This is an optimization exercise on Yosys and OpenROAD, whose aim is small area, not a production implementation.
Function was checked by simulation only, so behaviour that the tests miss may differ from the original.
No driver is modelled on the clock port, so clock power and skew are understated where the tree is cut down; a real chip needs a root buffer or a tree.
Power figures rest on the tool's default switching activity, not on a simulated workload.

==> constraint.sdc <==
create_clock -name core_clock -period 10.0 [get_ports {clk}]
set_input_delay 2.0000 -clock core_clock [delete_from_list [all_inputs] [get_ports {clk}]]
set_output_delay 2.0000 -clock core_clock [all_outputs]
set_load 0.01 [all_outputs]
==> run.sh <==
#!/bin/bash
# synth_recipe.tcl (not shown) runs the flow's synth.tcl, then flattens the netlist and writes it again
# the make line also repeats each setting of config.mk as NAME=value (left out here)
make -C /OpenROAD-flow-scripts/flow DESIGN_CONFIG=/design/flow/config.mk WORK_HOME=/design/flow/orfs CLKGATE_MAP_FILE= SYNTH_SCRIPT=/design/flow/synth_recipe.tcl finish
==> design.v <==
`timescale 1ns / 1ps
`default_nettype none
module PWM(
	input wire clk,  
	input wire rst,
	input wire data,
	input wire select,  
	input wire PWM_valid_I,
	output reg PWM_signal,
	output reg PWM_TOP   
    );
localparam Full_time = 	125;
integer counter_value;
reg select_flag;
reg data_gravada;
reg select_delay;
always @ (posedge clk) begin    
    if (rst)
        select_delay <= 0;
    else
        select_delay <= select;  
end
wire select_Rising = select && !select_delay;
always@ (posedge clk)  
begin
	if (rst)
	begin
		PWM_signal <= 0;
		PWM_TOP <= 0;
		counter_value <= 0;
		select_flag <= 0;
		data_gravada <= 0;
	end
	else
	begin
	if (PWM_valid_I== 1)
		begin
			data_gravada <= data;
			PWM_TOP <= 0;
		end
	if (select_Rising)
	begin
		PWM_signal <= 1;
		select_flag <= 1;
	end
	if (select_flag == 1)  
	begin
		if (data_gravada == 0)
			begin
				if (counter_value == 24)
				PWM_signal <= 0;
			end
		if (counter_value == 60)   
			begin
				PWM_signal <= 0;
			end
		if (counter_value == Full_time)
			begin
				PWM_TOP <= 1;  
				counter_value <= 0;
				if (select == 0 )  
					begin
						select_flag <= 0;
						PWM_signal <= 0;
					end
				else
				begin
				PWM_signal <= 1;
				end
			end
		else
			begin
				counter_value <= counter_value +1;
			end
	end
	end
end
endmodule
`default_nettype wire
`timescale 1ns / 1ps
module Controlador(
	input wire clk,
	input wire rst,
	input wire [7:0] entrada_dados,
	input wire ready,     
	input wire controlador_valid,
	output reg saida_dados,
	output reg write_pwm,
	output reg C_valid_O
    );
reg print_flag;
reg timer_flag;	  
integer state;   
integer counter_50us;
integer bit_counter;
integer coluna;
reg c_ready_delay;
always @ (posedge clk) begin    
    if (rst)
        c_ready_delay <= 0;
    else
        c_ready_delay <= ready;  
end
wire c_ready_Rising = ready && !c_ready_delay;
always@ (posedge clk)
begin
	if (rst)
	begin
		print_flag = 1;
		timer_flag = 0;
		state = 3;
		counter_50us = 0;
		bit_counter = 0;
		coluna = 0;
		saida_dados <= 0;
		write_pwm <= 0;
		C_valid_O <= 0;
	end
	else
	begin
	if (c_ready_Rising)  
	begin
	state = 3;  
	end
	if (print_flag == 1)
	begin
		if (state == 1)
		begin
			C_valid_O <= 0;
			state = 0;
		end
		if (state == 2)
		begin
			if ( controlador_valid == 1)  
			begin
				saida_dados <= entrada_dados [coluna];  
				bit_counter = bit_counter + 1;
				C_valid_O <= 1;  
				state = 1;
			end
		end
		if (state == 3)
		begin
			if (timer_flag == 0)  
			write_pwm <= 1;  
			begin
				state = 2;
			end
		end
		if (bit_counter == 400)
			begin
				bit_counter = 0;
				timer_flag = 1;
				coluna = coluna + 1;
			if (coluna == 8)
				begin
				coluna = 0;
				end
			end
	end
	if (timer_flag == 1)  
		begin
		counter_50us = counter_50us + 1;
		write_pwm <= 0;
		if (counter_50us == 2500)  
			begin
			counter_50us = 0;
			timer_flag = 0;
			print_flag = 1;
			state = 3;
			end
		end
	end
end
endmodule
`timescale 1ns / 1ps
module TOP_1(
	input wire clk,
	input wire rst,
	input wire [7:0] entrada_dados,
	input wire dados_valid,
	output wire PWM_signal,
	output wire dados_lidos
	);
	wire entrada_PWM;
	wire ready;
	wire PWM_select;
	wire C_valid_PWM;
	assign dados_lidos = C_valid_PWM;
	PWM uut_PWM (
		.clk(clk),
		.rst(rst),
		.data(entrada_PWM),
		.select(PWM_select),
		.PWM_valid_I(C_valid_PWM),
		.PWM_signal(PWM_signal),
		.PWM_TOP(ready)
	);
	Controlador uut_controlador (
		.clk(clk),
		.rst(rst),
		.entrada_dados(entrada_dados),
		.ready(ready),
		.controlador_valid(dados_valid),
		.C_valid_O(C_valid_PWM),
		.write_pwm(PWM_select),
		.saida_dados(entrada_PWM)
	);
endmodule
==> config.mk <==
export PLATFORM = sky130hd
export DESIGN_NAME = TOP_1
export DESIGN_NICKNAME = TOP_1
export VERILOG_FILES = /design/flow/design.v
export SDC_FILE = /design/flow/constraint.sdc
export NUM_CORES = 4
export LEC_CHECK = 0
export CAP_MARGIN = 20
export CORE_MARGIN = 2
export CORE_UTILIZATION = 40
export SLEW_MARGIN = 20
==> results of run 1 <==
## area by class of cell
| class | instances | share of cell area (%) |
|---|---|---|
| tap | 330 | 3.77 |
| sequential | 170 | 31.1 |
| inverter | 24 | 0.822 |
| clock buffer | 17 | 3.88 |
| clock inverter | 15 | 1.48 |
| timing repair buffer | 22 | 1.79 |
| multi-input combinational | 971 | 57.2 |
## routing by layer
layer	up-vias	share of wire, %	global-route usage [%]
met1	4354	51	26.6
met2	182	44	28.5
li1	4630	-	-
met4	0	1.0	5.26
met3	23	3.8	3.03
met5	-	0	0
## sequential cells by signal (all words and copies together), names as in the netlist, 32 cells and up
signal	count
uut_controlador.state	32
uut_controlador.counter_50us	32
uut_PWM.counter_value	32
uut_controlador.coluna	32
uut_controlador.bit_counter	32
## metrics by stage
step / util [%] / hold slack (ns) / setup WS [ns]
after floorplan: - / 0.446 / 4.84
after global placement: 41.3 / 0.453 / 3.39
after detailed placement: 41.3 / 0.455 / 3.23
after CTS: 43.6 / 0.468 / 3.66
after global routing: 43.6 / 0.478 / 3.26
final: 43.6 / 0.467 / 3.59
## Yosys cell counts (all sizes together), types with 26 or more instances
cell    instances
nor2          139
dfxtp         170
xor2           39
xnor2          51
nor4           55
buf            36
and3           27
nand3          77
nor3           54
nor4bb         29
nand4          63
nand2         100
or4            26
clkbuf         74
## critical path, cell delays in order
cell	delay, ns
clkdlybuf4s50_1	0.69
nand4_1	0.32
or4_1	0.76
nor4_1	0.38
xnor2_1	0.19
o211ai_1	0.14
or4b_2	0.66
and4bb_2	0.31
buf_4	0.49
nand2_1	0.45
o32ai_1	0.34
## cell usage in the layout, fill, tap and decap left out, types with 6 or more instances in the layout
cell             count
o211ai_1            10
and2_1              14
clkdlybuf4s50_1     11
o21ai_0             19
xnor2_1             51
clkbuf_16           17
nor4_1              51
a311oi_1             6
buf_4               10
nor2b_1             16
or3_1               15
o2bb2ai_1            6
nand2b_1             6
and4_1              17
mux2i_1             18
xor2_1              39
ha_1                 6
or4_1               25
o311ai_0             7
dfxtp_1            170
nor3_1              53
a31oi_1             17
nor2_1             138
a32o_1              12
nand3_1             76
nor4bb_1            29
nand4_1             62
or2_2                8
o31ai_1              7
a211oi_1             9
a31o_2              10
and3_1              27
inv_1               22
inv_6                7
nand2_1             99
a21oi_1             22
nor3b_1              9
## final timing paths
kind,to,slack [ns],depth (start not counted)
worst max register to register,uut_controlador.coluna[22],5.10,10
worst max-delay path,uut_controlador.coluna[22],3.59,11
worst min register to register,uut_controlador.state[31],0.47,1
worst min-delay path,uut_controlador.state[31],0.47,1
## power by group
| group | internal, uW | switching [uW] | total (uW) |
|---|---|---|---|
| logic | 45.6 | 53.6 | 99.2 |
| clock network | 358 | 317 | 675 |
| registers | 694 | 34.6 | 729 |
| total | 1100 | 405 | 1500 |
## kinds of logic (layout without fill, tap and decap cells)
family,Yosys count,in the layout,share of synthesized area [%]
flip-flops,170,170,33.3
XOR/XNOR,90,90,7.72
adder cells (fa/ha/maj),6,6,0.736
multiplexers,23,23,2.54
AND/OR/NAND/NOR,671,671,36.5
buffers and inverters,134,78,5.53
AO/OA/AOI/OAI,181,181,13.6
==> run summary, run 1 <==
Outcome: no timing/DRC/antenna violations
Synth warn: 2
Grt ovf: 0
Iter 0 DRT Violations: 684
CTS H-tree lvls: 4
Worst hold start: uut_controlador.state[31]
Skew final: 0.0116 ns
Area growth, synth to finish: 7.38%
Clock latency (worst-skew pair): 0.43 ns
Seq cells post-synth: 170
Inserted Clock Buffers: 17
Worst Hold Class: reg2reg
PostCTS Resize Cnt: 0
Static leakage: 0.00354 uW
CTS max path bufs: 2
Post-synth cell types: 79
Routed vias: 9189
Post-synth top flop: dfxtp_1
HPWL after detailed placement: 16.1 mm
Sequential element share of the synthesized area: 33.3%
Final Hold Vio Count: 0
Mapped Area: 10200 um2
Total power: 1500 uW
Worst r2r src: uut_controlador.state[12]
Post-detailed-route count of antenna-violating nets: 0
Largest net degree at the start of global routing: 113
TritonCTS clock tree: yes
Die X: 164 um
Setup TNS: 0 ns
Power Density: 137 nW/um2
First-pass GRT wire length: 41.3 mm
Max FO, Critical Path: 53
Area of the multi-input gates: 6270 um2
RSZ-0062 raised after global routing: false
DRT Pass-1 Iters: 7
Dpl cells: 1517
Initial core utilization: 40.6%
Core area: 25100 um2
Post-synth top area share: 33.3%
Fraction of layout cells with a size suffix above 1: 7.22%
Slew Limit Fails: 0
Critical Path Start: dados_valid
Routed vias/inst: 5.93
Cell area after layout: 11000 um2
Max-Cap Viols: 0
Fin crit share: 64.1%
Std-Cell Rows: 58
Clk root buf: clkbuf_16
DR WL/cell: 15.8 um
Residual DRC count: 0
Vias in the first global route: 8302
Worst-Margin Slew: 1.04 ns
Setup Buffers After CTS: 0
Crit path kind: in2reg
Crit path capture type: register
Max VDD drop: 0.0755 mV
Routed WL: 24.5 mm
Critical path startpoint category: primary input
# setup viols final: 0
Max Fclk: 0.156 GHz
Syn Nets: 1292
Placed cell areas: 10400 um2
Antenna cells: 0
Asr flop ratio synth: 0%
Die H: 164 um
Final Critical Period: 6.41 ns
Syn Area/Cell: 8.00 um2
Syn Inst Count: 1275
WP data required: 10.33 ns
I/O Pins: 13
Total GRT Usage: 18.5%
Top cells by area, synth: dfxtp_1 (33%), nor2_1 (5.1%), xnor2_1 (4.4%), nand4_1 (3.8%), nand3_1 (3.7%)
Clock sink total: 170
CTS clk-pin slew, worst paths: 0.07 ns
Leading area contributor after synthesis: dfxtp_1
Fin nets: 1223
Routability cong.: 0.854
Initial antenna violation count: 0
# hold bufs at CTS: 0
FF+latch area: 3400 um2
Port Buffers: 12
Arrival time worst endpoint: 6.74 ns
Fill count: 2559
Slew headroom: 31.0%
Die Area: 26800 um2
Final cell count without fillers: 1549
Number of synthesized flops with an enable pin: 0
==> run 2, diff against run 1 <==
--- a/design.v
+++ b/design.v
@@ -11,5 +11,5 @@
     );
 localparam Full_time = 	125;
-integer counter_value;
+reg [6:0] counter_value;
 reg select_flag;
 reg data_gravada;
@@ -91,8 +91,8 @@
 reg print_flag;
 reg timer_flag;	  
-integer state;   
-integer counter_50us;
-integer bit_counter;
-integer coluna;
+reg [1:0] state;   
+reg [11:0] counter_50us;
+reg [8:0] bit_counter;
+reg [2:0] coluna;
 reg c_ready_delay;
 always @ (posedge clk) begin    
==> run summary, run 2 <==
P_sw: 81.1 uW
Area growth, synth to finish: 11.5%
HPWL after detailed placement: 2.91 mm
Fin nets: 279
Post-synth top area share: 38.9%
Initial core utilization: 40.7%
Clock share of power: 35.8%
Max-Cap Viols: 0
Critical path destination: uut_controlador.counter_50us[7]
Syn Area/Cell: 8.78 um2
Most frequent cells in the layout: dfxtp_1 (43), nor2_1 (31), nand2_1 (20)
Final Critical Period: 4.36 ns
Fin crit share: 43.6%
RSZ-0062 raised after global routing: false
Top cells by area, synth: dfxtp_1 (39%), nor2_1 (5.3%), xnor2_1 (4.0%), ha_1 (3.4%), nand2_1 (3.4%)
Routed vias: 1714
Routed vias/inst: 5.12
CTS max path bufs: 2
Hold slack: 0.478 ns
Fill count: 553
TritonCTS clock tree: yes
First-pass GRT wire length: 7.29 mm
Post-synth top flop: dfxtp_1
Power Density: 137 nW/um2
WP data required: 10.20 ns
Slew Limit Fails: 0
Slew headroom: 37.7%
Register share of total power: 54.6%
Fraction of layout cells with a size suffix above 1: 7.98%
Clock sink total: 43
Slowest-stage cell, CP: a211oi_1
Antenna cells: 0
Routed WL: 4.07 mm
Max VDD drop: 0.0538 mV
Int Pwr: 258 uW
Core area: 5440 um2
Setup TNS: 0 ns
Syn Inst Count: 252
Dpl cells: 327
Grt ovf: 0
Synth warn: 2
Clk root buf: clkbuf_8
CTS H-tree lvls: 2
DRT Pass-1 Iters: 4
Syn Nets: 269
Crit Reg-Reg Endpoint: uut_controlador.counter_50us[7]
R2R setup slack: 7.32 ns
Clock latency (worst-skew pair): 0.29 ns
Worst-Margin Slew: 0.928 ns
Max Fclk: 0.229 GHz
Worst Hold Class: reg2reg
Crit path capture type: register
CTS clk-pin slew, worst paths: 0.08 ns
Sequential element share of the synthesized area: 38.9%
DR WL/cell: 12.2 um
Final cell count without fillers: 335
Worst r2r src: uut_controlador.bit_counter[0]
Outcome: no timing/DRC/antenna violations
Arrival time worst endpoint: 4.56 ns
Total GRT Usage: 14.9%
Post-detailed-route count of antenna-violating nets: 0
Static leakage: 0.000876 uW
Max FO, Critical Path: 9
Die H: 78.4 um
Leading area contributor after synthesis: dfxtp_1
PostCTS Resize Cnt: 0
Max FFs per register: 12
Reg2Reg Depth: 8
I/O Pins: 13
Final Hold Vio Count: 0
Crit path kind: in2reg
Mapped Area: 2210 um2
Post-synth cell types: 48
Seq cells post-synth: 43
Asr flop ratio synth: 0%
Switch share: 23.9%
Critical Path Start: dados_valid
Commonest non-fill, non-tap cell in the layout: dfxtp_1
Critical path startpoint category: primary input
# hold bufs at CTS: 0
Worst-path cell chain: clkdlybuf4s50_1, nand2_1, nor4_1, or3b_2, a221oi_4, a211oi_1, o21ai_0, o31ai_1
Total power: 339 uW
Skew final: 0.00790 ns
Combinational share of power: 9.6%
Post-layout util: 45.4%
Iter 0 DRT Violations: 82
Die X: 78.4 um
Number of synthesized flops with an enable pin: 0
Inserted Clock Buffers: 5
Residual DRC count: 0
Vias in the first global route: 1620
Setup Buffers After CTS: 0
Initial antenna violation count: 0
Largest net degree at the start of global routing: 23
Top-count cell post-synth: dfxtp_1
Port Buffers: 12
# setup viols final: 0
Die Area: 6140 um2
Slowest Stage Delay on Critical Path: 0.80 ns
List of most frequent post-synthesis cells: dfxtp_1 (43), nor2_1 (31), nand2_1 (20), a21oi_1 (11)
Routability cong.: 0.752
Std-Cell Rows: 27
## run 2: changes by cell type after synthesis, sizes merged, moves of 26 or more
| cell | previous run | this run |
|---|---|---|
| buf | 36 | 4 |
| clkbuf | 74 | 5 |
| dfxtp | 170 | 43 |
| nand2 | 100 | 20 |
| nand3 | 77 | 9 |
| nand4 | 63 | 4 |
| nor2 | 139 | 31 |
| nor3 | 54 | 6 |
| nor4 | 55 | 4 |
| nor4bb | 29 | 0 |
| or4 | 26 | 0 |
| xnor2 | 51 | 10 |
| xor2 | 39 | 8 |
## run 2: how the worst min path moves through the flow
stage	start	to	slack [ns]	cells after the start
floorplan	uut_PWM.PWM_TOP	uut_controlador.c_ready_delay	0.45	1
global placement	uut_PWM.PWM_TOP	uut_controlador.c_ready_delay	0.47	1
detailed placement	uut_PWM.PWM_TOP	uut_controlador.c_ready_delay	0.47	1
CTS	uut_PWM.PWM_TOP	uut_controlador.c_ready_delay	0.48	1
global route	uut_PWM.PWM_TOP	uut_controlador.c_ready_delay	0.50	1
finish	uut_PWM.PWM_TOP	uut_controlador.c_ready_delay	0.48	1
## run 2: power by group through the flow
stage	clock network [uW]	logic [uW]	registers, uW
2_1_floorplan	0	23.5	187
3_3_place_gp	0	32.9	190
3_5_place_dp	0	33.0	189
4_1_cts	127	33.1	185
5_1_grt	133	37.2	187
6_report	121	32.6	185
## run 2: worst max-delay path, delay by kind of cell
family,cells,cell delay (ns)
AO/OA/AOI/OAI,4,1.22
buffers and inverters,1,0.47
AND/OR/NAND/NOR,3,0.88
## run 2: cell type report
class / count / area [um2] / share of cell area [%]
Sequential cell: 43 / 861 / 34.9
Multi-Input combinational cell: 190 / 1260 / 51.0
Clock buffer: 8 / 100 / 4.05
Inverter: 10 / 37.5 / 1.52
Tap cell: 72 / 90.1 / 3.65
Timing Repair Buffer: 12 / 120 / 4.87
## run 2: through the flow
| step | area [um2] | setup slack [ns] |
|---|---|---|
| final | 2470 | 5.64 |
| after global routing | 2470 | 5.26 |
| after detailed placement | 2370 | 5.31 |
| after CTS | 2470 | 5.60 |
| after floorplan | 2210 | 6.12 |
| after global placement | 2370 | 5.42 |
## run 2: logic make-up after synthesis
kind of cell    after synthesis  share of synthesized area (%)
fa+ha+maj                     6                           3.39
buf+inv                      19                           4.18
simple gates                112                           26.5
compound gates               44                           14.2
flops                        43                           38.9
mux                          10                           5.71
xor+xnor                     18                           7.12
## run 2: per-layer routing
metal,share of wire (%),GRT usage [%],up-vias
met3,3.8,3.22,6
met1,51,19.2,781
met5,0,0,-
li1,-,-,905
met4,1.7,6.67,0
met2,43,23.9,22
==> run 3, diff against run 2 <==
==> design.v (replaced) <==
`timescale 1ns / 1ps
`default_nettype none
module TOP_1(
	input wire clk,
	input wire rst,
	input wire [7:0] entrada_dados,
	input wire dados_valid,
	output wire PWM_signal,
	output wire dados_lidos
	);
	reg        ps;       
	reg        pt;       
	reg        crd;      
	reg        sf;       
	reg        dg;       
	reg  [6:0] cv;       
	reg        sd;       
	reg        cvo;      
	reg        q;        
	reg        b;
	reg [11:0] x;
	reg  [2:0] col;
	assign PWM_signal  = ps;
	assign dados_lidos = cvo;
	wire tf   = x[11] | x[10];           
	wire wp   = !tf & !b;                
	wire d3   = !tf & b;                 
	wire c125 = &cv[6:2] & cv[0];        
	wire c60  = !cv[6] & (&cv[5:2]) & !cv[1] & !cv[0];
	wire c24  = !cv[6] & !cv[5] & cv[4] & cv[3] & !cv[2] & !cv[1] & !cv[0];
	wire wrap = sf & c125;
	wire rR   = pt & !crd;
	wire s3   = d3 | rR;
	wire s2   = !s3 & q;
	wire s1   = !s3 & !q & cvo;
	wire take = s2 & dados_valid;
	wire gend = x[11] & x[10] & x[8] & x[7] & x[6] & x[1];   
	wire last = !tf & (&x[8:0]);                              
	wire [11:0] xinc = x + {11'd0, take | tf};
	always @(posedge clk) begin
		crd <= pt;
		if (take)
			sd <= entrada_dados[col];
		q <= s3 | (s2 & !dados_valid);
		if (rst) begin
			ps  <= 0;
			pt  <= 0;
			sf  <= 0;
			dg  <= 0;
			cv  <= 0;
			cvo <= 0;
			b   <= 1;
			x   <= 12'd624;
			col <= 0;
		end else begin
			if (cvo)
				dg <= sd;
			if (wrap)
				pt <= 1;
			else if (cvo)
				pt <= 0;
			sf <= wrap ? wp : (sf | wp);
			if (!sf || c125)
				ps <= wp;
			else if ((c24 && !dg) || c60)
				ps <= 0;
			cv <= (sf && !c125) ? cv + 7'd1 : 7'd0;
			if (s1)
				cvo <= 0;
			else if (take)
				cvo <= 1;
			b <= tf & (gend | b | take);
			if (gend)
				x <= 12'd624 | {11'd0, b | take};
			else
				x <= xinc;
			if (take && last)
				col <= col + 3'd1;
		end
	end
endmodule
`default_nettype wire
==> run summary, run 3 <==
Outcome: no timing/DRC/antenna violations
CTS H-tree lvls: 2
Slew headroom: 68.5%
Clock sink total: 31
Post-synth top area share: 44.7%
Asr flop ratio synth: 0%
Most frequent cells in the layout: dfxtp_1 (30), nor2_1 (22), clkdlybuf4s50_1 (12)
Reg2Reg Depth: 9
Max-Cap Viols: 0
Vias in the first global route: 996
Number of synthesized flops with an enable pin: 1
FF+latch area: 631 um2
TritonCTS clock tree: yes
Placed cell areas: 1510 um2
Std-Cell Rows: 21
Antenna cells: 0
Post-synth cell types: 32
List of most frequent post-synthesis cells: dfxtp_1 (30), nor2_1 (22), nand2_1 (9), xor2_1 (8)
Top-count cell post-synth: dfxtp_1
Final Critical Period: 3.72 ns
Fin crit share: 37.2%
Die X: 62.0 um
Stages on worst setup path: 10
Crit path kind: in2reg
Residual DRC count: 0
# setup viols final: 0
Max FFs per register: 12
Sequential element share of the synthesized area: 46.9%
Die H: 62.0 um
Leading area contributor after synthesis: dfxtp_1
CP Buf/Inv Count: 1
Skew final: 0.00555 ns
Routability cong.: 0.838
Static leakage: 0.000579 uW
I/O Pins: 13
Port Buffers: 12
Worst r2r src: x[10]
Syn Nets: 159
Clock latency (worst-skew pair): 0.34 ns
Area growth, synth to finish: 18.1%
Worst-path cell chain: clkdlybuf4s50_1, nand2_1, a211o_4, nand2_1, ha_1, ha_1, and4_1, nand4_1, xor2_1, nor2_1
Slew Limit Fails: 0
GR Layer Usage met1: 17.3%
Post-layout util: 48.3%
Power Density: 149 nW/um2
Slowest-stage cell, CP: clkdlybuf4s50_1
CTS clk-pin slew, worst paths: 0.10 ns
Initial core utilization: 40.9%
Commonest non-fill, non-tap cell in the layout: dfxtp_1
Max Fclk: 0.268 GHz
Max FO, Critical Path: 8
First-pass GRT wire length: 4.11 mm
DRT Pass-1 Iters: 4
Total GRT Usage: 15.0%
Initial antenna violation count: 0
Critical path destination: x[8]
Met3 Use GR: 6.83%
Grt ovf: 0
WP data required: 10.24 ns
Post-synth top flop: dfxtp_1
Max VDD drop: 0.119 mV
Setup TNS: 0 ns
Crit Reg-Reg Endpoint: x[8]
Syn Inst Count: 143
Iter 0 DRT Violations: 38
Met2 Use GR: 23.8%
Dpl cells: 197
Crit path capture type: register
Routed WL: 2.38 mm
HPWL after detailed placement: 1.77 mm
Setup Buffers After CTS: 0
# hold bufs at CTS: 0
Critical path startpoint category: primary input
PostCTS Resize Cnt: 0
Arrival time worst endpoint: 3.97 ns
Mapped Area: 1340 um2
Area of the multi-input gates: 678 um2
Seq cells post-synth: 31
Core area: 3280 um2
Fill count: 333
Largest net degree at the start of global routing: 14
Slowest Stage Delay on Critical Path: 0.50 ns
Die Area: 3840 um2
DR WL/cell: 11.6 um
Worst-Margin Slew: 0.472 ns
Routed vias: 1037
Worst Hold Class: reg2reg
Inserted Clock Buffers: 5
Crit path max-delay family: simple AND/OR/NAND/NOR gates
Synth warn: 1
R2R setup slack: 7.91 ns
Syn Area/Cell: 9.40 um2
Routed vias/inst: 5.06
Critical Path Start: dados_valid
Top cells by area, synth: dfxtp_1 (45%), nor2_1 (6.1%), xor2_1 (5.2%), ha_1 (4.7%), mux4_2 (3.4%)
Hold slack: 0.374 ns
Post-detailed-route count of antenna-violating nets: 0
CTS max path bufs: 2
Final Hold Vio Count: 0
Clk root buf: clkbuf_4
Final cell count without fillers: 205
Fin nets: 174
Fraction of layout cells with a size suffix above 1: 11.3%
Gr busiest metal: met2
Cell area after layout: 1590 um2
RSZ-0062 raised after global routing: false
-- run 3: changes by cell type after synthesis, sizes merged, moves of 5 or more --
cell | before | now
a21oi | 12 | 7
o31ai | 7 | 1
dfxtp | 43 | 30
nand2 | 20 | 9
inv | 10 | 5
mux2i | 7 | 1
nor2 | 31 | 23
xnor2 | 10 | 5
nor2b | 8 | 2
-- run 3: logic make-up after synthesis --
kind of cell               Yosys count  synth area share [%]
xor gates and xnor gates            13                  8.47
AOI/OAI and AO/OA                   22                  10.2
muxes                                4                  4.93
adders and majority gates            5                  4.66
buffers and inverters                9                  2.61
and+or+nand+nor                     59                  22.2
DFF                                 31                  46.9
-- run 3: layout make-up --
class                           instances  area share [%]
Multi-Input combinational cell        103            42.7
Clock inverter                          1           0.315
Inverter                                5            1.18
Sequential cell                        31            39.7
Clock buffer                            7            4.81
Timing Repair Buffer                   12            7.57
Tap cell                               46            3.63
-- run 3: worst min path at each step --
stage,from,to,slack [ns],cells after the start
detailed placement,pt,crd,0.36,0
floorplan,pt,crd,0.34,0
CTS,pt,crd,0.37,0
finish,pt,crd,0.37,0
global placement,pt,crd,0.35,0
global route,pt,crd,0.38,0
-- run 3: per-stage QoR --
| step | power [uW] | setup WS [ns] |
|---|---|---|
| final | 236 | 6.28 |
| after global routing | 248 | 6.11 |
| after CTS | 241 | 6.29 |
| after detailed placement | 146 | 5.92 |
| after global placement | 146 | 6.00 |
| after floorplan | 139 | 6.59 |
-- run 3: worst register-to-register path, delay by kind of cell (launching register included) --
family / cells / cell delay, ns
and+or+nand+nor: 5 / 0.66
DFF: 1 / 0.42
adders and majority gates: 2 / 0.39
AOI/OAI and AO/OA: 1 / 0.38
xor gates and xnor gates: 1 / 0.14
-- run 3: routing by layer --
metal / vias up / wire length (um)
met5: - / 0
met4: 0 / 49
met3: 5 / 97
met2: 8 / 1090
met1: 490 / 1150
li1: 534 / -
-- run 3: where the power goes --
group / switching (uW) / internal [uW]
Clock: 44.3 / 49.0
Sequential: 2.06 / 127
Combinational: 6.12 / 8.19
Total: 52.5 / 184
==> run 4, diff against run 3 <==
--- a/design.v
+++ b/design.v
@@ -26,7 +26,7 @@
 	wire wp   = !tf & !b;                
 	wire d3   = !tf & b;                 
-	wire c125 = &cv[6:2] & cv[0];        
-	wire c60  = !cv[6] & (&cv[5:2]) & !cv[1] & !cv[0];
-	wire c24  = !cv[6] & !cv[5] & cv[4] & cv[3] & !cv[2] & !cv[1] & !cv[0];
+	wire c125 = (cv == 7'b0100000);
+	wire c60  = (cv == 7'b0101111);
+	wire c24  = (cv == 7'b1010111);
 	wire wrap = sf & c125;
 	wire rR   = pt & !crd;
@@ -43,4 +43,9 @@
 			sd <= entrada_dados[col];
 		q <= s3 | (s2 & !dados_valid);
+		cv <= (sf && !c125) ? {cv[5:0], !(cv[6] ^ cv[5])} : 7'd0;
+		if (rst || gend)
+			x <= 12'd624 | {11'd0, (b | take) & !rst};
+		else
+			x <= xinc;
 		if (rst) begin
 			ps  <= 0;
@@ -48,8 +53,6 @@
 			sf  <= 0;
 			dg  <= 0;
-			cv  <= 0;
 			cvo <= 0;
 			b   <= 1;
-			x   <= 12'd624;
 			col <= 0;
 		end else begin
@@ -65,5 +68,4 @@
 			else if ((c24 && !dg) || c60)
 				ps <= 0;
-			cv <= (sf && !c125) ? cv + 7'd1 : 7'd0;
 			if (s1)
 				cvo <= 0;
@@ -71,8 +73,4 @@
 				cvo <= 1;
 			b <= tf & (gend | b | take);
-			if (gend)
-				x <= 12'd624 | {11'd0, b | take};
-			else
-				x <= xinc;
 			if (take && last)
 				col <= col + 3'd1;
--- a/config.mk
+++ b/config.mk
@@ -7,5 +7,6 @@
 export LEC_CHECK = 0
 export CAP_MARGIN = 20
-export CORE_MARGIN = 2
-export CORE_UTILIZATION = 40
+export CORE_AREA = 2 2 58 58
+export CTS_BUF_LIST = sky130_fd_sc_hd__clkbuf_4
+export DIE_AREA = 0 0 60 60
 export SLEW_MARGIN = 20
==> run summary, run 4 <==
Crit path kind: in2reg
Commonest non-fill, non-tap cell in the layout: dfxtp_1
Die H: 60 um
Skew final: 0.00737 ns
Initial core utilization: 42.4%
Seq cells post-synth: 31
FF+latch area: 631 um2
Setup Buffers After CTS: 0
Post-detailed-route count of antenna-violating nets: 0
CP Buf/Inv Count: 1
Crit path max-delay family: simple AND/OR/NAND/NOR gates
Largest net degree at the start of global routing: 13
Clock share of power: 32.9%
Switch share: 24.5%
Setup TNS: 0 ns
Total power: 213 uW
Routed WL: 2.26 mm
RSZ-0062 raised after global routing: false
Int Pwr: 161 uW
First-pass GRT wire length: 3.78 mm
Grt ovf: 0
Port Buffers: 12
Total GRT Usage: 14.6%
Fin crit share: 37.7%
Routability cong.: 0.781
Worst-Margin Slew: 0.432 ns
Slowest-stage cell, CP: clkdlybuf4s50_1
Outcome: no timing/DRC/antenna violations
Crit path capture type: register
Dpl cells: 184
Clock sink total: 31
Post-layout util: 49.7%
Worst hold start: pt
# setup viols final: 0
Area growth, synth to finish: 17.1%
Number of synthesized flops with an enable pin: 1
Mapped Area: 1280 um2
Clk root buf: clkbuf_4
Fill count: 300
List of most frequent post-synthesis cells: dfxtp_1 (30), nor2_1 (14), and2_1 (8), nand2_1 (7), xor2_1 (7)
Most frequent cells in the layout: dfxtp_1 (30), nor2_1 (14), clkdlybuf4s50_1 (12)
Placed cell areas: 1450 um2
Max FO, Critical Path: 8
Register share of total power: 60.7%
Initial antenna violation count: 0
Worst-path cell chain: clkdlybuf4s50_1, nand2_1, a211o_4, nand2_1, ha_1, ha_1, and4_1, nand4_1, xor2_1, nor2_1
Die Area: 3600 um2
Max FFs per register: 12
Antenna cells: 0
Asr flop ratio synth: 0%
Max VDD drop: 0.0685 mV
Syn Inst Count: 130
Power Density: 141 nW/um2
Critical Path Start: dados_valid
Routed vias/inst: 4.97
I/O Pins: 13
# hold bufs at CTS: 0
DRT Pass-1 Iters: 2
HPWL after detailed placement: 1.63 mm
Post-synth top flop: dfxtp_1
R2R setup slack: 7.86 ns
Max Fclk: 0.265 GHz
Core area: 3030 um2
Syn Nets: 145
Area of the multi-input gates: 628 um2
Routed vias: 955
Combinational share of power: 6.4%
Vias in the first global route: 894
WP data required: 10.23 ns
PostCTS Resize Cnt: 0
Slew Limit Fails: 0
TritonCTS clock tree: yes
Syn Area/Cell: 9.88 um2
Worst r2r src: x[10]
Max-Cap Viols: 0
Critical path startpoint category: primary input
Sequential element share of the synthesized area: 49.1%
Post-synth cell types: 38
Inserted Clock Buffers: 5
Post-synth top area share: 46.7%
Die X: 60 um
CTS H-tree lvls: 2
Final cell count without fillers: 192
Top-count cell post-synth: dfxtp_1
Final Hold Vio Count: 0
Slowest Stage Delay on Critical Path: 0.50 ns
Arrival time worst endpoint: 4.00 ns
Leading area contributor after synthesis: dfxtp_1
Top cells by area, synth: dfxtp_1 (47%), xor2_1 (4.8%), nor2_1 (4.1%), and2_1 (3.9%), ha_1 (3.9%)
CTS clk-pin slew, worst paths: 0.10 ns
Fraction of layout cells with a size suffix above 1: 10.1%
Final Critical Period: 3.77 ns
Cell area after layout: 1510 um2
Static leakage: 0.000549 uW
Clock latency (worst-skew pair): 0.33 ns
Slew headroom: 70.9%
Std-Cell Rows: 20
Synth warn: 1
CTS max path bufs: 2
Residual DRC count: 0
Worst Hold Class: reg2reg
Iter 0 DRT Violations: 33
Fin nets: 162
P_sw: 52.2 uW
DR WL/cell: 11.8 um
-- run 4: changes by cell type after synthesis, sizes merged, moves of 2 or more --
cell,before,now
o21ai,7,4
nor2,23,15
nand2,9,7
and2,1,8
xnor2,5,2
-- run 4: layer usage --
metal,share of wire [%],wire length [um],track usage (%)
met1,48,1070,18.0
met2,47,1060,21.7
met3,3.6,81,6.49
met4,1.9,43,6.67
met5,0,0,0
-- run 4: metrics by stage --
stage          hold slack, ns  worst slack [ns]
2_1_floorplan           0.344              6.55
3_3_place_gp            0.356              5.94
3_5_place_dp            0.363              5.86
4_1_cts                 0.372              6.21
5_1_grt                 0.384              6.07
6_report                0.374              6.23
-- run 4: power by group through the flow --
stage	Combinational [uW]	Clock (uW)	Sequential, uW
2_1_floorplan	7.26	0	132
3_3_place_gp	13.6	0	132
3_5_place_dp	13.7	0	132
4_1_cts	13.8	72.9	129
5_1_grt	15.3	78.6	130
6_report	13.7	69.9	129
-- run 4: area by class of cell --
class | instances | area share (%)
clock inverter | 3 | 0.998
sequential | 31 | 41.9
tap | 44 | 3.66
clock buffer | 5 | 2.49
timing repair buffer | 12 | 7.98
inverter | 5 | 1.25
multi-input combinational | 92 | 41.7
-- run 4: path summary, 6_finish.rpt --
| check | to | depth (start not counted) |
|---|---|---|
| worst max register to register | x[8] | 9 |
| worst min register to register | crd | 0 |
| worst min-delay path | crd | 0 |
| worst max-delay path | x[8] | 10 |
-- run 4: kinds of logic after synthesis --
| kind of cell | synth area share, % |
|---|---|
| AOI/OAI and AO/OA | 11.0 |
| xor gates and xnor gates | 6.13 |
| adders and majority gates | 3.89 |
| buffers and inverters | 2.05 |
| DFF | 49.1 |
| muxes | 5.16 |
| and+or+nand+nor | 22.7 |
-- run 4: worst reg2reg max path: stages, from the launching register on --
cell and delay (ns):
dfxtp_1 0.43, nor2_2 0.11, a211o_4 0.38, nand2_1 0.10, ha_1 0.21, ha_1 0.21
and4_1 0.26, nand4_1 0.13, xor2_1 0.15, nor2_1 0.05
==> run 5, diff against run 4 <==
==> flow/run.sh (new file) <==
#!/bin/bash
# Layout: the standard flow (standard.sh), with two changes:
#  - port buffers are sky130_fd_sc_hd__buf_1 (one per input and output port, as standard);
#  - clock tree built from clkbuf_4 without dummy balancing loads.
# make's output goes to standard_flow.log; each ORFS step logs to orfs/logs/.
set -euo pipefail
bash standard.sh \
  "BUFFER_PORTS_ARGS=-buffer_cell sky130_fd_sc_hd__buf_1" \
  "CTS_ARGS=-sink_clustering_enable -repair_clock_nets -dont_use_dummy_load -buf_list sky130_fd_sc_hd__clkbuf_4" \
  finish > standard_flow.log 2>&1
==> standard.sh (new file) <==
#!/bin/bash
# synth_recipe.tcl (not shown) runs the flow's synth.tcl, then flattens the netlist and writes it again
# the make line also repeats each setting of config.mk as NAME=value (left out here)
make -C /OpenROAD-flow-scripts/flow DESIGN_CONFIG=/design/flow/config.mk WORK_HOME=/design/flow/orfs CLKGATE_MAP_FILE= SYNTH_SCRIPT=/design/flow/synth_recipe.tcl "${@:-finish}"
removed: run.sh
==> run summary, run 5 <==
I/O Pins: 13
Final Hold Vio Count: 0
Slew headroom: 64.9%
Skew final: 0.0150 ns
Total GRT Usage: 14.5%
Grt ovf: 0
Clk root buf: clkbuf_4
CTS max path bufs: 2
Register share of total power: 64.8%
Clock latency (worst-skew pair): 0.32 ns
Largest family of logic cells by synthesized area: simple AND/OR/NAND/NOR gates
Max FFs per register: 12
Mapped Area: 1280 um2
PostCTS Resize Cnt: 0
Slew Limit Fails: 0
Vias in the first global route: 920
Asr flop ratio synth: 0%
Post-detailed-route count of antenna-violating nets: 0
Leading area contributor after synthesis: dfxtp_1
Post-synthesis compound-gate area fraction: 11.0%
TritonCTS clock tree: yes
Post-Synth XOR/XNOR Area: 6.13%
# setup viols final: 0
Switch share: 22.1%
Routed met2 length: 1.10 mm
Combinational share of power: 5.3%
Inserted Clock Buffers: 5
Simple-gate portion of the synthesized area: 22.7%
Met3 routed WL: 76 um
Slowest-stage cell, CP: a211o_4
Syn Area/Cell: 9.88 um2
HPWL after detailed placement: 1.71 mm
WP data required: 10.21 ns
First-pass GRT wire length: 3.82 mm
Number of synthesized flops with an enable pin: 1
Fin nets: 162
Critical path startpoint category: primary input
Setup Buffers After CTS: 0
Crit path kind: in2reg
Most frequent cells in the layout: dfxtp_1 (30), nor2_1 (14), buf_1 (12)
Max FO, Critical Path: 8
List of most frequent post-synthesis cells: dfxtp_1 (30), nor2_1 (14), and2_1 (8), nand2_1 (7), xor2_1 (7)
Die H: 60 um
CTS H-tree lvls: 2
Routed vias: 956
Hold slack: 0.373 ns
Int Pwr: 155 uW
Worst-path cell chain: buf_1, nand2_1, a211o_4, nand2_1, ha_1, ha_1, and4_1, nand4_1, xor2_1, nor2_1
Fill count: 308
Arrival time worst endpoint: 3.61 ns
Synth warn: 1
Slowest Stage Delay on Critical Path: 0.30 ns
Synth Area in Adders: 3.89%
Worst-Margin Slew: 0.526 ns
Post-synth top area share: 46.7%
Crit path capture type: register
# hold bufs at CTS: 0
Core area: 3030 um2
Static leakage: 0.000513 uW
Port Buffers: 12
Sequential element share of the synthesized area: 49.1%
Largest net degree at the start of global routing: 13
Iter 0 DRT Violations: 59
Outcome: no timing/DRC/antenna violations
Top cells by area, synth: dfxtp_1 (47%), xor2_1 (4.8%), nor2_1 (4.1%), and2_1 (3.9%), ha_1 (3.9%)
Post-synth cell types: 38
Syn Inst Count: 130
Fin crit share: 34.0%
Max VDD drop: 0.0643 mV
Initial antenna violation count: 0
Die Area: 3600 um2
DR WL/cell: 12.0 um
Max Fclk: 0.294 GHz
Setup TNS: 0 ns
CP Buf/Inv Count: 1
Seq cells post-synth: 31
Post-synthesis mux area share: 5.16%
P_sw: 44.1 uW
Final Critical Period: 3.40 ns
Crit path max-delay family: simple AND/OR/NAND/NOR gates
Routability cong.: 0.777
Fraction of layout cells with a size suffix above 1: 9.66%
RSZ-0062 raised after global routing: false
Top Metal Used: met4
Area growth, synth to finish: 10.1%
Initial core utilization: 42.4%
Antenna cells: 0
Met1 Wirelength: 1.09 mm
Power Density: 141 nW/um2
Std-Cell Rows: 20
Die X: 60 um
Routed vias/inst: 5.06
Post-synth top flop: dfxtp_1
Clock sink total: 31
Top-count cell post-synth: dfxtp_1
Residual DRC count: 0
Clock share of power: 29.9%
Syn Nets: 145
Worst Hold Class: reg2reg
CTS clk-pin slew, worst paths: 0.09 ns
Commonest non-fill, non-tap cell in the layout: dfxtp_1
DRT Pass-1 Iters: 4
Routed WL: 2.28 mm
Max-Cap Viols: 0
## run 5: cell counts after synthesis
Identical to the previous run, type by type.
## run 5: per-stage QoR
step / cell area (um2) / utilization, % / std cells / total power, uW / setup slack, ns
after floorplan: 1280 / - / 130 / 139 / 6.55
after global placement: 1380 / 45.5 / 184 / 142 / 6.33
after detailed placement: 1380 / 45.5 / 184 / 143 / 6.26
after CTS: 1420 / 46.7 / 189 / 202 / 6.60
after global routing: 1420 / 46.7 / 189 / 209 / 6.48
final: 1420 / 46.7 / 189 / 199 / 6.60
## run 5: area by class of cell
cell class	instances	area, um2	area share, %
multi-input cells	92	628	44.4
flip-flops and latches	31	631	44.6
well taps	44	55.1	3.89
clock buffers	5	37.5	2.65
repair buffers	12	45.0	3.18
inverters	5	18.8	1.33
## run 5: power groups by stage
stage / clock [uW] / combinational [uW] / sequential (uW)
6_report: 59.5 / 10.6 / 129
5_1_grt: 67.5 / 12.0 / 130
4_1_cts: 62.4 / 10.7 / 129
3_5_place_dp: 0 / 10.7 / 132
3_3_place_gp: 0 / 10.3 / 132
2_1_floorplan: 0 / 7.26 / 132
## run 5: logic make-up after synthesis
kind of cell | after synthesis
AOI/OAI and AO/OA | 21
DFF | 31
adders and majority gates | 4
buffers and inverters | 7
muxes | 4
and+or+nand+nor | 54
xor gates and xnor gates | 9
## run 5: worst paths after layout
path,slack (ns),end,from,cells after the start
worst max-delay path,6.60,x[8],dados_valid,10
worst min-delay path,0.37,crd,pt,0
worst max register to register,7.86,x[8],x[10],9
worst min register to register,0.37,crd,pt,0
## run 5: metal layers
layer	GRT usage (%)	up-vias
met5	0	-
met4	5.71	0
met3	5.84	2
met2	22.2	7
met1	18.1	456
li1	-	491
==> run 6, diff against run 5 <==
--- a/design.v
+++ b/design.v
@@ -26,7 +26,7 @@
 	wire wp   = !tf & !b;                
 	wire d3   = !tf & b;                 
-	wire c125 = (cv == 7'b0100000);
-	wire c60  = (cv == 7'b0101111);
-	wire c24  = (cv == 7'b1010111);
+	wire c125 = (cv == 7'b1110000);
+	wire c60  = (cv == 7'b0111000);
+	wire c24  = (cv == 7'b0111100);
 	wire wrap = sf & c125;
 	wire rR   = pt & !crd;
@@ -36,12 +36,17 @@
 	wire take = s2 & dados_valid;
 	wire gend = x[11] & x[10] & x[8] & x[7] & x[6] & x[1];   
-	wire last = !tf & (&x[8:0]);                              
-	wire [11:0] xinc = x + {11'd0, take | tf};
+	wire [12:0] xc;
+	assign xc[0] = take | tf;
+	genvar gi;
+	generate for (gi = 0; gi < 12; gi = gi + 1) begin : g_inc
+		assign xc[gi+1] = xc[gi] & x[gi];
+	end endgenerate
+	wire [11:0] xinc = x ^ xc[11:0];
 	always @(posedge clk) begin
 		crd <= pt;
 		if (take)
 			sd <= entrada_dados[col];
-		q <= s3 | (s2 & !dados_valid);
-		cv <= (sf && !c125) ? {cv[5:0], !(cv[6] ^ cv[5])} : 7'd0;
+		q <= s3 | (q & !dados_valid);
+		cv <= (sf && !c125) ? {cv[5:0], (cv[6] ^ cv[5])} : 7'd64;
 		if (rst || gend)
 			x <= 12'd624 | {11'd0, (b | take) & !rst};
@@ -63,5 +68,5 @@
 			else if (cvo)
 				pt <= 0;
-			sf <= wrap ? wp : (sf | wp);
+			sf <= wp | (sf & !c125);
 			if (!sf || c125)
 				ps <= wp;
@@ -73,5 +78,5 @@
 				cvo <= 1;
 			b <= tf & (gend | b | take);
-			if (take && last)
+			if (xc[10] && !tf)   
 				col <= col + 3'd1;
 		end
==> flow/run.sh (replaced) <==
#!/bin/bash
# Layout: the standard flow (standard.sh, standard synthesis), with:
#  - port buffers of sky130_fd_sc_hd__buf_1 (one per input and output port, as standard);
#  - clock tree synthesis without dummy balancing loads, and a POST_CTS hook
#    (flow/post_cts.tcl) that drives all flip-flops from the tree's root buffer
#    (a clkbuf_16) and gives each logic cell the smallest drive of its family.
# make's output goes to standard_flow.log; each ORFS step logs to orfs/logs/.
set -euo pipefail
here=$(pwd)
bash standard.sh \
  "BUFFER_PORTS_ARGS=-buffer_cell sky130_fd_sc_hd__buf_1" \
  "CTS_ARGS=-sink_clustering_enable -repair_clock_nets -dont_use_dummy_load -buf_list sky130_fd_sc_hd__clkbuf_4" \
  "POST_CTS_TCL=$here/flow/post_cts.tcl" \
  finish > standard_flow.log 2>&1
==> flow/post_cts.tcl (new file) <==
# POST_CTS hook: drive all flip-flops from one clock buffer, and use the
# smallest drive strength of each logic cell (the clock period has ample slack).
set block [ord::get_db_block]
set db [ord::get_db]

# --- clock: the tree is port -> root buffer -> leaf buffers -> flip-flops
set clknet [[$block findBTerm clk] getNet]
set root ""
foreach it [$clknet getITerms] { if {[$it isInputSignal]} { set root [$it getInst] } }
set rootout ""
foreach it [$root getITerms] { if {[$it isOutputSignal]} { set rootout [$it getNet] } }
set leaves {}
foreach it [$rootout getITerms] {
  set inst [$it getInst]
  if {$inst ne $root && [string match "*clkbuf*" [[$inst getMaster] getName]]} { lappend leaves $inst }
}
foreach leaf $leaves {
  set lout ""
  foreach it [$leaf getITerms] { if {[$it isOutputSignal]} { set lout [$it getNet] } }
  foreach it [$lout getITerms] {
    if {[$it getInst] eq $leaf} continue
    $it disconnect
    $it connect $rootout
  }
  puts "post_cts: removed clock buffer [$leaf getName]"
  odb::dbInst_destroy $leaf
  odb::dbNet_destroy $lout
}
$root swapMaster [$db findMaster sky130_fd_sc_hd__clkbuf_16]
puts "post_cts: clock root [$root getName] is [[$root getMaster] getName]"

# --- logic cells: smallest-area master of the same family (name without _N)
set smallest [dict create]
foreach lib [$db getLibs] {
  foreach m [$lib getMasters] {
    set n [$m getName]
    if {![regexp {^(sky130_fd_sc_hd__[a-z0-9]+)_[0-9]+$} $n -> fam]} continue
    if {[lsearch -exact $::env(DONT_USE_CELLS) $n] >= 0} continue
    set a [expr {[$m getWidth] * [$m getHeight]}]
    if {![dict exists $smallest $fam] || $a < [lindex [dict get $smallest $fam] 1]} { dict set smallest $fam [list $m $a] }
  }
}
foreach inst [$block getInsts] {
  set m [$inst getMaster]
  set n [$m getName]
  if {[$m getType] ne "CORE"} continue
  if {[$m isSequential]} continue
  if {[string match "*clkbuf*" $n] || [string match "*tap*" $n]} continue
  if {![regexp {^(sky130_fd_sc_hd__[a-z0-9]+)_[0-9]+$} $n -> fam]} continue
  if {![dict exists $smallest $fam]} continue
  set sm [lindex [dict get $smallest $fam] 0]
  if {$sm ne $m && [lindex [dict get $smallest $fam] 1] < [$m getWidth] * [$m getHeight]} {
    puts "post_cts: [$inst getName] $n -> [$sm getName]"
    $inst swapMaster $sm
  }
}
detailed_placement
check_placement -verbose
==> run summary, run 6 <==
Outcome: no timing/DRC/antenna violations
First-pass GRT wire length: 3.28 mm
Antenna cells: 0
Routability cong.: 0.715
Switch share: 19.8%
Final worst slack: 5.33 ns
Max FO, Critical Path: 4
HPWL after detailed placement: 1.48 mm
Skew final: 0.00294 ns
Post-synth top area share: 48.4%
Core area: 3030 um2
Slowest Stage Delay on Critical Path: 0.22 ns
Fraction of layout cells with a size suffix above 1: 3.17%
Clock sink total: 31
Total power: 188 uW
DRT Pass-1 Iters: 6
Iter 0 DRT Violations: 106
Post-synth top flop: dfxtp_1
WP data required: 10.04 ns
Final Hold Vio Count: 0
List of most frequent post-synthesis cells: dfxtp_1 (30), ha_1 (12), nor2_1 (11), and2_1 (10), nand2_1 (6)
RSZ-0062 raised after global routing: false
Max FFs per register: 12
# setup viols final: 0
Worst Hold Class: reg2reg
Arrival time worst endpoint: 4.71 ns
Critical path startpoint category: primary input
Post-detailed-route count of antenna-violating nets: 0
Slowest-stage cell, CP: ha_1
Most frequent cells in the layout: dfxtp_1 (30), nor2_1 (13), ha_1 (12), buf_1 (12), and2_1 (10)
CP Buf/Inv Count: 1
Asr flop ratio synth: 0%
Crit path max-delay family: adder cells
Combinational share of power: 5.7%
Grt ovf: 0
CTS clk-pin slew, worst paths: 0.11 ns
Number of synthesized flops with an enable pin: 1
Slew Limit Fails: 0
Final Critical Period: 4.67 ns
P_sw: 37.2 uW
Top-count cell post-synth: dfxtp_1
Top cells by area, synth: dfxtp_1 (48%), ha_1 (12%), and2_1 (5.0%), mux4_1 (4.2%), nor2_1 (3.3%)
Syn Inst Count: 114
Leading area contributor after synthesis: dfxtp_1
Seq cells post-synth: 31
Syn Nets: 137
Setup TNS: 0 ns
Slew headroom: 54.5%
Routed vias/inst: 4.94
Area growth, synth to finish: 8.48%
Std-Cell Rows: 20
Max Fclk: 0.214 GHz
Power Density: 140 nW/um2
Vias in the first global route: 739
Max VDD drop: 0.0656 mV
Worst-path cell chain: buf_1, and3_1, nand2b_1, ha_1, ha_1, ha_1, ha_1, ha_1, ha_1, ha_1, ha_1, ha_1, ha_1, ha_1, xnor2_1, nor3_1
Worst-Margin Slew: 0.683 ns
Largest net degree at the start of global routing: 32
Clock latency (worst-skew pair): 0.17 ns
Post-synth cell types: 30
Syn Area/Cell: 10.9 um2
I/O Pins: 13
Static leakage: 0.000552 uW
Initial antenna violation count: 0
Port Buffers: 12
Register share of total power: 68.8%
Residual DRC count: 0
Synth warn: 1
Clock share of power: 25.5%
Dpl cells: 169
Sequential element share of the synthesized area: 50.9%
Setup WS pre-CTS: 5.15 ns
DR WL/cell: 11.8 um
Int Pwr: 151 uW
Die X: 60 um
Mapped Area: 1240 um2
Final cell count without fillers: 170
Die H: 60 um
Routed vias: 840
Die Area: 3600 um2
Most frequent CP cell: ha_1
Crit path kind: in2reg
Routed WL: 2.01 mm
Initial core utilization: 41.0%
Fin crit share: 46.7%
Crit path capture type: register
Max-Cap Viols: 0
Commonest non-fill, non-tap cell in the layout: dfxtp_1
Fin nets: 151
Total GRT Usage: 15.2%
[run 6: cells by family after synthesis]
logic type	synth area share (%)
mux	6.76
buf+inv	1.21
fa+ha+maj	12.1
flops	50.9
simple gates	19.8
compound gates	6.46
xor+xnor	2.83
[run 6: power groups by stage]
stage | registers, uW | clock network [uW] | logic [uW]
after global placement | 132 | 0 | 10.2
after floorplan | 132 | 0 | 6.79
after detailed placement | 132 | 0 | 10.6
after global routing | 130 | 56.6 | 12.2
final | 129 | 47.9 | 10.7
[run 6: area by class of cell]
class | instances | area (um2)
Clock buffer | 1 | 25.0
Fill cell | 298 | 1680
Inverter | 3 | 11.3
Multi-Input combinational cell | 79 | 578
Sequential cell | 31 | 631
Tap cell | 44 | 55.1
Timing Repair Buffer | 12 | 45.0
[run 6: worst paths after layout]
check              start  endpoint  slack (ns)  cells past startpoint
max          dados_valid     x[11]        5.33                     16
min                   pt       crd        0.37                      0
max reg2reg        x[11]     x[11]        6.27                     17
min reg2reg           pt       crd        0.37                      0
[run 6: metrics by stage]
| stage | util (%) | area (um2) | hold slack, ns |
|---|---|---|---|
| 5_1_grt | 44.4 | 1350 | 0.387 |
| 6_report | 44.4 | 1350 | 0.373 |
| 2_1_floorplan | - | 1240 | 0.345 |
| 3_3_place_gp | 44.1 | 1340 | 0.357 |
| 3_5_place_dp | 44.1 | 1340 | 0.359 |
[run 6: metal layers]
layer / share of wire, % / up-vias / GRT usage [%]
met5: 0 / - / 0
met4: 1.4 / 0 / 4.76
met3: 3.0 / 2 / 1.95
met2: 50 / 14 / 22.7
met1: 45 / 406 / 22.8
li1: - / 418 / -
[run 6: worst reg2reg max path, cell delays in order, from the launching register on]
cell,delay [ns]
dfxtp_1,0.36
nor2_1,0.37
a21oi_1,0.20
and3_1,0.24
nand2b_1,0.16
ha_1,0.20
ha_1,0.19
ha_1,0.19
ha_1,0.18
ha_1,0.18
ha_1,0.18
ha_1,0.18
ha_1,0.18
ha_1,0.18
ha_1,0.22
ha_1,0.20
xnor2_1,0.13
nor3_1,0.06
==> run 7, diff against run 6 <==
--- a/design.v
+++ b/design.v
@@ -45,6 +45,5 @@
 	always @(posedge clk) begin
 		crd <= pt;
-		if (take)
-			sd <= entrada_dados[col];
+		sd <= entrada_dados[col];
 		q <= s3 | (q & !dados_valid);
 		cv <= (sf && !c125) ? {cv[5:0], (cv[6] ^ cv[5])} : 7'd64;
@@ -62,5 +61,5 @@
 			col <= 0;
 		end else begin
-			if (cvo)
+			if (cvo && !q)       
 				dg <= sd;
 			if (wrap)
==> run summary, run 7 <==
Max VDD drop: 0.0748 mV
Seq cells post-synth: 31
Crit path kind: in2reg
DRT Pass-1 Iters: 7
Die H: 60 um
Max FFs per register: 12
Setup TNS: 0 ns
Post-synth top flop: dfxtp_1
Max FO, Critical Path: 4
Initial core utilization: 40.2%
P_sw: 38.2 uW
# setup viols final: 0
Iter 0 DRT Violations: 89
Clock sink total: 31
Grt ovf: 0
Simple-gate portion of the synthesized area: 18.8%
Final Hold Vio Count: 0
Leading area contributor after synthesis: dfxtp_1
Routability cong.: 0.701
Commonest non-fill, non-tap cell in the layout: dfxtp_1
Clock share of power: 26.3%
CTS clk-pin slew, worst paths: 0.11 ns
Asr flop ratio synth: 0%
Combinational share of power: 5.3%
HPWL after detailed placement: 1.40 mm
Initial antenna violation count: 0
Post-synthesis mux area share: 6.06%
Register share of total power: 68.4%
Clock latency (worst-skew pair): 0.17 ns
Critical Path Start: dados_valid
Port Buffers: 12
Worst hold start: pt
Worst-Margin Slew: 0.691 ns
Syn Nets: 137
Post-layout util: 44.0%
Switch share: 20.3%
Top-count cell post-synth: dfxtp_1
Fraction of layout cells with a size suffix above 1: 3.17%
Slew Limit Fails: 0
Post-synth top area share: 51.0%
Routed vias/inst: 5.01
Fin crit share: 44.8%
Worst r2r src: x[11]
Synth Area in Adders: 12.3%
Worst Hold Class: reg2reg
Sequential element share of the synthesized area: 51.0%
Skew final: 0.00659 ns
Antenna cells: 0
Std-Cell Rows: 20
Post-Synth XOR/XNOR Area: 2.88%
Syn Inst Count: 114
Vias in the first global route: 751
Fin nets: 151
Static leakage: 0.000540 uW
RSZ-0062 raised after global routing: false
Core area: 3030 um2
I/O Pins: 13
Residual DRC count: 0
Largest net degree at the start of global routing: 32
Synth warn: 1
Outcome: no timing/DRC/antenna violations
Arrival time worst endpoint: 4.52 ns
Post-synth cell types: 28
Hold slack: 0.383 ns
Syn Area/Cell: 10.7 um2
Routed vias: 851
Mapped Area: 1220 um2
Final Critical Period: 4.48 ns
List of most frequent post-synthesis cells: dfxtp_1 (31), ha_1 (12), nor2_1 (12), and2_1 (10), a21oi_1 (7)
Max Fclk: 0.223 GHz
Crit path capture type: register
Most frequent cells in the layout: dfxtp_1 (31), nor2_1 (12), ha_1 (12), buf_1 (12), and2_1 (10)
Total GRT Usage: 15.2%
Die Area: 3600 um2
Top cells by area, synth: dfxtp_1 (51%), ha_1 (12%), and2_1 (5.1%), mux4_1 (4.3%), nor2_1 (3.7%)
Critical path startpoint category: primary input
Total power: 188 uW
Post-detailed-route count of antenna-violating nets: 0
Max-Cap Viols: 0
First-pass GRT wire length: 3.33 mm
Largest family of logic cells by synthesized area: simple AND/OR/NAND/NOR gates
Die X: 60 um
Int Pwr: 150 uW
Power Density: 141 nW/um2
Routed WL: 1.92 mm
WP data required: 10.04 ns
Slew headroom: 53.9%
Post-synthesis compound-gate area fraction: 7.71%
DR WL/cell: 11.3 um
Area growth, synth to finish: 9.35%
Number of synthesized flops with an enable pin: 0
==> run 7: cell families (layout without fill, tap and decap cells) <==
group / count (synthesis) / count (layout)
XOR/XNOR: 4 / 4
buffers and inverters: 4 / 16
flip-flops: 31 / 31
multiplexers: 4 / 4
AND/OR/NAND/NOR: 44 / 44
adder cells (fa/ha/maj): 12 / 12
AO/OA/AOI/OAI: 15 / 15
==> run 7: power by group through the flow <==
stage	combinational [uW]	clock (uW)	sequential, uW
floorplan	6.46	0	131
global placement	9.68	0	131
detailed placement	9.92	0	131
global route	11.6	55.7	129
finish	10.0	49.4	129
==> run 7: metrics by stage <==
step | cells | worst slack (ns) | instance area, um2
final | 170 | 5.52 | 1330
after detailed placement | 169 | 5.31 | 1310
after floorplan | 114 | 5.61 | 1220
after global placement | 169 | 5.33 | 1310
after global routing | 170 | 5.28 | 1330
==> run 7: worst max-delay path: stages <==
cell and delay, ns:
buf_1 0.09, nand2_1 0.09, o31ai_1 0.07, ha_1 0.21, ha_1 0.18, ha_1 0.18, ha_1 0.18, ha_1 0.19
ha_1 0.18, ha_1 0.18, ha_1 0.18, ha_1 0.19, ha_1 0.22, ha_1 0.20, xnor2_1 0.13, nor3_1 0.05
==> run 7: cell type report <==
| class | count | area (um2) |
|---|---|---|
| clock buffer | 1 | 25.0 |
| fill | 304 | 1700 |
| inverter | 3 | 11.3 |
| multi-input combinational | 79 | 574 |
| sequential | 31 | 621 |
| tap | 44 | 55.1 |
| timing repair buffer | 12 | 45.0 |
==> run 7: final timing paths <==
check / cells past startpoint / end / slack (ns)
setup reg to reg: 15 / x[11] / 6.73
hold reg to reg: 0 / crd / 0.38
hold / removal: 0 / crd / 0.38
setup / recovery: 16 / x[11] / 5.52
==> run 7: per-layer routing <==
metal	track usage [%]	vias up	wire, um
li1	-	421	-
met2	21.0	35	922
met1	24.0	393	833
met5	0	-	0
met4	3.49	0	8
met3	3.03	2	153
==> run 8, diff against run 7 <==
--- a/design.v
+++ b/design.v
@@ -12,5 +12,4 @@
 	reg        pt;       
 	reg        crd;      
-	reg        sf;       
 	reg        dg;       
 	reg  [6:0] cv;       
@@ -29,4 +28,5 @@
 	wire c60  = (cv == 7'b0111000);
 	wire c24  = (cv == 7'b0111100);
+	wire sf   = |cv;                     
 	wire wrap = sf & c125;
 	wire rR   = pt & !crd;
@@ -47,5 +47,8 @@
 		sd <= entrada_dados[col];
 		q <= s3 | (q & !dados_valid);
-		cv <= (sf && !c125) ? {cv[5:0], (cv[6] ^ cv[5])} : 7'd64;
+		if (sf && !c125 && !rst)
+			cv <= {cv[5:0], (cv[6] ^ cv[5])};
+		else
+			cv <= {wp && !rst, 6'd0};
 		if (rst || gend)
 			x <= 12'd624 | {11'd0, (b | take) & !rst};
@@ -55,5 +58,4 @@
 			ps  <= 0;
 			pt  <= 0;
-			sf  <= 0;
 			dg  <= 0;
 			cvo <= 0;
@@ -67,5 +69,4 @@
 			else if (cvo)
 				pt <= 0;
-			sf <= wp | (sf & !c125);
 			if (!sf || c125)
 				ps <= wp;
==> run summary, run 8 <==
# setup viols final: 0
Residual DRC count: 0
FF+latch area: 601 um2
Critical Path Start: dados_valid
Max FO, Critical Path: 4
Fraction of layout cells with a size suffix above 1: 3.28%
Slew Limit Fails: 0
Slowest-stage cell, CP: ha_1
Leading area contributor after synthesis: dfxtp_1
Max-Cap Viols: 0
Most frequent cells in the layout: dfxtp_1 (30), ha_1 (12), buf_1 (12)
Std-Cell Rows: 20
Largest net degree at the start of global routing: 31
Worst r2r src: x[11]
Post-synth cell types: 35
Iter 0 DRT Violations: 70
Max FFs per register: 12
Hold path endpoint: crd
Max Fclk: 0.221 GHz
Reg2Reg Depth: 15
Crit path capture type: register
Asr flop ratio synth: 0%
Crit path kind: in2reg
I/O Pins: 13
Power Density: 139 nW/um2
DR WL/cell: 11.1 um
Core area: 3030 um2
Hold-critical path depth: 0
Routability cong.: 0.765
Syn Nets: 134
Dpl cells: 165
Die X: 60 um
Most frequent CP cell: ha_1
Worst Hold Class: reg2reg
Clock latency (worst-skew pair): 0.17 ns
Final Hold Vio Count: 0
First-pass GRT wire length: 3.18 mm
Post-synth top area share: 49.7%
CTS clk-pin slew, worst paths: 0.11 ns
Synth warn: 1
Final Critical Period: 4.52 ns
Slew headroom: 37.1%
Fin crit share: 45.2%
HPWL after detailed placement: 1.37 mm
Routed vias: 823
Fill count: 303
Fin nets: 147
Mapped Area: 1210 um2
Clock sink total: 30
Syn Inst Count: 111
R2R setup slack: 6.70 ns
RSZ-0062 raised after global routing: false
Slowest Stage Delay on Critical Path: 0.23 ns
Setup TNS: 0 ns
Die Area: 3600 um2
Commonest non-fill, non-tap cell in the layout: dfxtp_1
Crit Reg-Reg Endpoint: x[11]
Worst-Margin Slew: 0.944 ns
Static leakage: 0.000525 uW
Placed cell areas: 1300 um2
Top cells by area, synth: dfxtp_1 (50%), ha_1 (12%), mux4_1 (4.4%), and2_1 (3.1%), nor2_1 (3.1%)
Die H: 60 um
Initial core utilization: 39.9%
Critical path startpoint category: primary input
Vias in the first global route: 746
Worst-path cell chain: buf_1, nand2_1, o31ai_1, ha_1, ha_1, ha_1, ha_1, ha_1, ha_1, ha_1, ha_1, ha_1, ha_1, ha_1, xnor2_1, nor3_1
Grt ovf: 0
Top-count cell post-synth: dfxtp_1
Worst hold start: pt
Final cell count without fillers: 166
Routed WL: 1.85 mm
Total GRT Usage: 13.9%
Initial antenna violation count: 0
Area of the multi-input gates: 581 um2
Port Buffers: 12
WP data required: 10.02 ns
Syn Area/Cell: 10.9 um2
Post-detailed-route count of antenna-violating nets: 0
Skew final: 0.00683 ns
Post-synth top flop: dfxtp_1
Routed vias/inst: 4.96
Cell area after layout: 1310 um2
Seq cells post-synth: 30
Sequential element share of the synthesized area: 49.7%
Outcome: no timing/DRC/antenna violations
Area growth, synth to finish: 8.50%
Max VDD drop: 0.0548 mV
Antenna cells: 0
Number of synthesized flops with an enable pin: 0
DRT Pass-1 Iters: 5
Arrival time worst endpoint: 4.54 ns
List of most frequent post-synthesis cells: dfxtp_1 (30), ha_1 (12), nor2_1 (10), and2_1 (6), nor2b_1 (6)
-- run 8: cell count changes after synthesis, moves of 2 or more --
cell     previous run  this run
nor2_1             12        10
nor2b_1             1         6
inv_1               3         1
a21oi_1             7         5
and2_1             10         6
nand2_1             6         4
-- run 8: power by group --
group | internal (uW) | switching, uW
Sequential | 122 | 1.74
Clock | 18.6 | 28.4
Combinational | 5.00 | 5.68
Total | 146 | 35.9
-- run 8: final cells by class --
class                      count  share of cell area, %
tap                           44                   4.20
multi-input combinational     78                   44.3
clock buffer                   1                   1.91
timing repair buffer          12                   3.44
sequential                    30                   45.8
inverter                       1                  0.287
-- run 8: worst max-delay path: cells and delay by family --
kind	cells	cell delay, ns
buffers and inverters	1	0.09
adders and majority gates	11	2.10
and+or+nand+nor	2	0.14
xor gates and xnor gates	1	0.14
AOI/OAI and AO/OA	1	0.07
-- run 8: worst max-delay path by stage --
stage	endpoint	slack (ns)	cells after the start
floorplan	x[10]	5.61	14
global placement	x[11]	5.31	16
detailed placement	x[11]	5.28	16
global route	x[11]	5.27	16
finish	x[11]	5.48	16
-- run 8: routing by layer --
layer	share of wire, %	global-route usage, %
met5	0	0
met4	0	0
met3	5.1	1.95
met2	48	23.8
met1	47	19.7
-- run 8: metrics by stage --
stage / setup WS [ns] / utilization, % / hold WS (ns) / total power, uW
6_report: 5.48 / 43.3 / 0.364 / 181
5_1_grt: 5.27 / 43.3 / 0.387 / 190
3_5_place_dp: 5.28 / 42.9 / 0.356 / 137
3_3_place_gp: 5.31 / 42.9 / 0.348 / 137
2_1_floorplan: 5.61 / - / 0.337 / 134
-- run 8: logic make-up (layout without fill, tap and decap cells) --
logic type / Yosys count / in the layout / synth area share (%)
adders and majority gates: 12 / 12 / 12.4
AOI/OAI and AO/OA: 16 / 16 / 8.39
buffers and inverters: 3 / 14 / 1.04
xor gates and xnor gates: 4 / 4 / 2.90
muxes: 4 / 4 / 6.11
DFF: 30 / 30 / 49.7
and+or+nand+nor: 42 / 42 / 19.4

[re-timing with driven ports]
The results above use ideal ports. As a check the final layouts listed here were re-extracted and re-timed, cells and wires unchanged.
Step 1 (the two cells are an assumption about what drives the block):
set clk [get_ports {clk}]
set_driving_cell -lib_cell sky130_fd_sc_hd__clkbuf_16 $clk
set_driving_cell -lib_cell sky130_fd_sc_hd__buf_2 [delete_from_list [all_inputs] $clk]
Step 2 adds t to the input delays and takes it off the output delays; t is the mean of the earliest and latest rising clock arrival at the registers after step 1. Input paths then give back, and output paths get back, about the clock's delay inside the block.
a / b / c = ideal ports / drivers / drivers and shift; a / b = the first two.
| run | t (ns) | slack for setup (ns) | hold WS [ns] | worst setup path at the end |
|---|---|---|---|---|
| run 1 | 0.475 | 3.595 / 3.607 / 3.131 | 0.467 / 0.467 / 0.467 | input to register |
| run 2 | 0.317 | 5.637 / 5.636 / 5.319 | 0.478 / 0.478 / 0.478 | input to register |
| run 3 | 0.359 | 6.275 / 6.273 / 5.914 | 0.374 / 0.374 / 0.374 | input to register |
| run 4 | 0.347 | 6.225 / 6.225 / 5.878 | 0.374 / 0.374 / 0.374 | input to register |
| run 5 | 0.331 | 6.599 / 6.593 / 6.262 | 0.373 / 0.373 / 0.373 | input to register |
| run 6 | 0.197 | 5.326 / 5.336 / 5.139 | 0.373 / 0.373 / 0.373 | input to register |
| run 7 | 0.199 | 5.521 / 5.531 / 5.333 | 0.383 / 0.383 / 0.383 | input to register |
| run 8 | 0.189 | 5.481 / 5.485 / 5.296 | 0.364 / 0.364 / 0.364 | input to register |
After both steps every run listed still meets setup and hold. The setup slack of run 1, which loses most, moves by +0.012 ns with the drivers and by -0.464 ns with both steps.
